This design comes from an exercise in tuning for small area, a short achievable clock period and few clock cycles on the open sky130 flow, not from production work.
Function was checked by simulation only, so behaviour that the tests miss may differ from the original.
Power figures rest on the tool's default switching activity, not on a simulated workload.

Setup of run 1:
## CONVCOR
module CONVCOR(
    clk,
    rst_n,
    in_valid,
    in_a,
    in_b,
    in_mode,
    out_valid,
    out
);
input              clk;
input              rst_n;
input              in_valid;
input      [15:0]  in_a;
input      [15:0]  in_b;
input              in_mode;
output reg         out_valid;
output reg [35:0]  out;
reg [15:0] ra0, ra1, ra2, rb0, rb1, rb2;
reg [1:0]  icnt;     
reg        mode;     
reg        busy;     
reg [3:0]  st;       
wire       md = busy ? mode : in_mode;
reg  [1:0] ia, ib;
reg        sclr, svld, slast;
always @(*) begin
    ia = 2'd0; ib = 2'd0; sclr = 1'b0; svld = 1'b0; slast = 1'b0;
    if (!busy) begin
        sclr = 1'b1; svld = ~in_mode;
    end else if (mode) begin
        if (st != 4'd1) begin svld = 1'b1; slast = 1'b1; end
    end else begin
        case (st)
            4'd1: begin ia = 2'd3; ib = 2'd0; sclr = 1'b1; end                
            4'd2: begin ia = 2'd3; ib = 2'd2; svld = 1'b1; end                
            4'd3: begin ia = 2'd1; ib = 2'd3; sclr = 1'b1; end                
            4'd4: begin ia = 2'd1; ib = 2'd1; end                             
            4'd5: begin ia = 2'd1; ib = 2'd2; svld = 1'b1; end                
            4'd6: begin ia = 2'd2; ib = 2'd3; sclr = 1'b1; end                
  ...
==> flow/config.mk <==
export PLATFORM = sky130hd
export DESIGN_NAME = CONVCOR
export DESIGN_NICKNAME = CONVCOR
export VERILOG_FILES = /design/flow/design.v
export SDC_FILE = /design/flow/constraint.sdc
export NUM_CORES = 4
export LEC_CHECK = 0
export ABC_CLOCK_PERIOD_IN_PS = 3000
export CAP_MARGIN = 20
export CORE_MARGIN = 2
export CORE_UTILIZATION = 35
export PLACE_DENSITY = 0.55
export SETUP_SLACK_MARGIN = 5
export SLEW_MARGIN = 20
==> flow/constraint.sdc <==
create_clock -name core_clock -period 10.0 [get_ports {clk}]
set_input_delay 2.0000 -clock core_clock [delete_from_list [all_inputs] [get_ports {clk}]]
set_output_delay 2.0000 -clock core_clock [all_outputs]
set_load 0.01 [all_outputs]
standard.sh (not shown) runs the stock make flow with config.mk's settings and CLKGATE_MAP_FILE= SYNTH_SCRIPT=/design/flow/synth_recipe.tcl, a recipe that flattens the netlist after the stock synthesis.
==> flow/flow/run.sh <==
#!/bin/bash
# The standard layout (the standard.sh, with the standard synthesis
# unchanged), with two make variables changed:
#  - BUFFER_PORTS_ARGS: every input and output port still gets a buffer, but a
#    plain buffer cell instead of the delay buffer that buffer_ports picks.
# Each tool's output goes to the ORFS logs under orfs/ and to standard.log here.
set -euo pipefail
SETUP_MARGIN=${SETUP_MARGIN:-6.5}
PORT_BUF=${PORT_BUF:-sky130_fd_sc_hd__buf_2}
sed -e "s/SETUP_SLACK_MARGIN=[0-9.]*/SETUP_SLACK_MARGIN=${SETUP_MARGIN} BUFFER_PORTS_ARGS='-buffer_cell ${PORT_BUF}'/" standard.sh > standard_margin.sh
grep -q "SETUP_SLACK_MARGIN=${SETUP_MARGIN} " standard_margin.sh
bash standard_margin.sh > standard.log 2>&1
Run 1 closes out successfully: all stages finished, all timing, DRC and antenna checks passed.
Testbench counts of run 1, summed over its fixed seeds: cycles 16,262.
[inputs] run 2 vs run 1
--- a/flow/flow/run.sh
+++ b/flow/flow/run.sh
@@ -7,3 +7,3 @@
 set -euo pipefail
-SETUP_MARGIN=${SETUP_MARGIN:-6.5}
+SETUP_MARGIN=${SETUP_MARGIN:-6.6}
 PORT_BUF=${PORT_BUF:-sky130_fd_sc_hd__buf_2}
--- a/flow/config.mk
+++ b/flow/config.mk
@@ -10,4 +10,6 @@
 export CORE_MARGIN = 2
-export CORE_UTILIZATION = 35
-export PLACE_DENSITY = 0.55
+export CORE_UTILIZATION = 40
+export CTS_CLUSTER_DIAMETER = 80
+export CTS_CLUSTER_SIZE = 18
+export PLACE_DENSITY = 0.62
 export SETUP_SLACK_MARGIN = 5
Findings:
- Run 2: flow completed, timing, DRC and antenna clean
- Compared with run 1, in run 2 die area now sits lower, effective utilization at floorplan now sits higher, buffers inserted during post-CTS setup optimization now sits higher, count of clock-buffer cells in the layout now sits lower, combinational power now sits at about the same level.
- Of the two values seen for last element of the critical path, pim_c[6]$_DFF_P_ was produced by run 1 and pre_c[10]$_DFF_P_ by run 2.
Setup changes, run 2 to run 3
--- a/flow/config.mk
+++ b/flow/config.mk
@@ -10,6 +10,6 @@
 export CORE_MARGIN = 2
-export CORE_UTILIZATION = 40
-export CTS_CLUSTER_DIAMETER = 80
-export CTS_CLUSTER_SIZE = 18
-export PLACE_DENSITY = 0.62
+export CORE_UTILIZATION = 35
+export CTS_CLUSTER_DIAMETER = 100
+export CTS_CLUSTER_SIZE = 24
+export PLACE_DENSITY = 0.55
 export SETUP_SLACK_MARGIN = 5
Results
Taking run 2 as the reference, in run 3 final worst setup slack increased 0.013 ns; power decreased 2.5%; shortest clock period the worst path allows after layout decreased 0.013 ns; final area decreased 0.48%; total length of routed wires increased about 2%. [compare] base=run 2 new=run 3: global-route wire length before repair grew by 1.8%; overall die width moved up.


oak:
Starting RTL as in the previous note.
Design CONVCOR, start of the top module:
module CONVCOR(
    clk,
    rst_n,
    in_valid,
    in_a,
    in_b,
    in_mode,
    out_valid,
    out
);
clock: 10.0 ns
lec_check: 0
abc_clock_period_in_ps: 2000
cap_margin: 20
core_margin: 2
core_utilization: 35
place_density: 0.55
setup_slack_margin: 5
slew_margin: 20
==> flow/flow/run.sh <==
#!/bin/bash
# The standard layout (the standard.sh, with the standard synthesis
# unchanged), with two make variables changed:
#  - BUFFER_PORTS_ARGS: every input and output port still gets a buffer, but a
#    plain buffer cell instead of the delay buffer that buffer_ports picks.
# Each tool's output goes to the ORFS logs under orfs/ and to standard.log here.
set -euo pipefail
SETUP_MARGIN=${SETUP_MARGIN:-6.6}
PORT_BUF=${PORT_BUF:-sky130_fd_sc_hd__buf_2}
sed -e "s/SETUP_SLACK_MARGIN=[0-9.]*/SETUP_SLACK_MARGIN=${SETUP_MARGIN} BUFFER_PORTS_ARGS='-buffer_cell ${PORT_BUF}'/" standard.sh > standard_margin.sh
grep -q "SETUP_SLACK_MARGIN=${SETUP_MARGIN} " standard_margin.sh
bash standard_margin.sh > standard.log 2>&1
Testbench counts of oak, summed over its fixed seeds: cycles 16,262.
Changes in pine relative to oak:
- TNS_END_PERCENT newly set to 60
- CTS_CLUSTER_DIAMETER newly set to 80
- CTS_CLUSTER_SIZE newly set to 18
- ABC_CLOCK_PERIOD_IN_PS changed from 2000 to 3000
--- a/flow/flow/run.sh
+++ b/flow/flow/run.sh
@@ -6,5 +6,5 @@
 # Each tool's output goes to the ORFS logs under orfs/ and to standard.log here.
 set -euo pipefail
-SETUP_MARGIN=${SETUP_MARGIN:-6.6}
+SETUP_MARGIN=${SETUP_MARGIN:-6.7}
 PORT_BUF=${PORT_BUF:-sky130_fd_sc_hd__buf_2}
 sed -e "s/SETUP_SLACK_MARGIN=[0-9.]*/SETUP_SLACK_MARGIN=${SETUP_MARGIN} BUFFER_PORTS_ARGS='-buffer_cell ${PORT_BUF}'/" standard.sh > standard_margin.sh
==> run notes <==
On leakage power, oak and pine are neck and neck. Changes observed in pine relative to oak: number of global-route vias before repair saw a decrease, portion of the clock cycle consumed by the worst path in the final layout down 0.84 points, wire length of the first global-routing pass picked up an extra 0.56%, clock skew went down, sequential share of layout area rose 0.25 points. Sort oak and pine by met2 capacity usage during global routing desc -> top: pine. In terms of area taken by flip-flops and latches, pine and oak differ only marginally. The end point of the critical path comes out pre_c[6]$_DFF_P_ in one run and pim_c[6]$_DFF_P_ in the other, namely in pine and oak respectively. Relative to oak, minimum period implied by the final worst setup slack decreased by 0.084 ns in pine. Comparing oak and pine, setup slack is higher on pine.
> inputs changed (pine -> birch)
- clearing TNS_END_PERCENT, which used to be 60
Notes after the runs:
In terms of global-route usage, pine and birch differ only marginally. Comparing birch against pine, there is no change at all in number of setup violations in the final report. Power of the clock network: pine vs birch, no meaningful difference. Summary — required time at the endpoint of the critical path, birch relative to pine: lower, by 0.02 ns. pine -> birch: number of global-route vias before repair flat. Re total DRC errors in the routed layout: no difference whatsoever between pine and birch. | final design utilization | pine vs birch | ≈ equal |. Between birch and pine, it is birch whose setup slack is lower, by 0.018 ns. Critical-path maximum fanout, pine and birch: larger value in birch.
--- input diff birch..maple ---
- removing CTS_CLUSTER_SIZE (formerly 18)
- removing CTS_CLUSTER_DIAMETER (formerly 80)
--- a/flow/flow/run.sh
+++ b/flow/flow/run.sh
@@ -6,5 +6,5 @@
 # Each tool's output goes to the ORFS logs under orfs/ and to standard.log here.
 set -euo pipefail
-SETUP_MARGIN=${SETUP_MARGIN:-6.7}
+SETUP_MARGIN=${SETUP_MARGIN:-6.6}
 PORT_BUF=${PORT_BUF:-sky130_fd_sc_hd__buf_2}
 sed -e "s/SETUP_SLACK_MARGIN=[0-9.]*/SETUP_SLACK_MARGIN=${SETUP_MARGIN} BUFFER_PORTS_ARGS='-buffer_cell ${PORT_BUF}'/" standard.sh > standard_margin.sh
==> comparison <==
On upper clock frequency limit, the higher figure sits with birch, not maple.
maple completed end to end with timing, DRC and antenna clean.
maple against birch: path length in cells of the critical path neither gained nor lost much; final worst slack went down 0.066 ns; count of plain and timing-repair buffers now sits lower.
## Diff of input files: cedar against maple
- TNS_END_PERCENT: unset -> 30
- CTS_CLUSTER_DIAMETER: unset -> 80
- CTS_CLUSTER_SIZE: unset -> 18
--- a/flow/flow/run.sh
+++ b/flow/flow/run.sh
@@ -6,5 +6,5 @@
 # Each tool's output goes to the ORFS logs under orfs/ and to standard.log here.
 set -euo pipefail
-SETUP_MARGIN=${SETUP_MARGIN:-6.6}
+SETUP_MARGIN=${SETUP_MARGIN:-6.7}
 PORT_BUF=${PORT_BUF:-sky130_fd_sc_hd__buf_2}
 sed -e "s/SETUP_SLACK_MARGIN=[0-9.]*/SETUP_SLACK_MARGIN=${SETUP_MARGIN} BUFFER_PORTS_ARGS='-buffer_cell ${PORT_BUF}'/" standard.sh > standard_margin.sh
Findings:
Changes observed in cedar relative to maple: met3 usage in global routing went down by 0.74 points, power fell 3.5%, final setup slack of the worst path moved down.

## static timing again, ports no longer ideal
In the flow no input, the clock included, has a driving cell. The finished layouts below were timed again as built, in two steps.
Step 1 (the two cells are an assumption about what drives the block):
set clk [get_ports {clk}]
set_driving_cell -lib_cell sky130_fd_sc_hd__clkbuf_16 $clk
set_driving_cell -lib_cell sky130_fd_sc_hd__buf_2 [delete_from_list [all_inputs] $clk]
Step 2, shift: input delay + t, output delay - t, t = (earliest + latest rising clock arrival at the registers) / 2. This alone moves slack from input paths to output paths.
Slacks: no drivers / after step 1 / after step 2; pairs: no drivers / after step 1.
run | t, ns | setup WS [ns] | hold slack, ns
run 1 | 0.613 | 6.600 / 6.600 / 6.200 | 0.328 / 0.328 / 0.328
run 2 | 0.566 | 6.641 / 6.641 / 6.222 | 0.331 / 0.331 / 0.331
run 3 | 0.553 | 6.655 / 6.655 / 6.444 | 0.337 / 0.337 / 0.337
oak | 0.619 | 6.728 / 6.728 / 6.227 | 0.325 / 0.325 / 0.325
pine | 0.568 | 6.812 / 6.812 / 6.403 | 0.336 / 0.336 / 0.336
birch | 0.566 | 6.794 / 6.794 / 6.404 | 0.336 / 0.336 / 0.336
maple | 0.619 | 6.728 / 6.728 / 6.227 | 0.325 / 0.325 / 0.325
cedar | 0.567 | 6.658 / 6.658 / 6.403 | 0.336 / 0.336 / 0.336
After both steps every run listed still meets setup and hold.
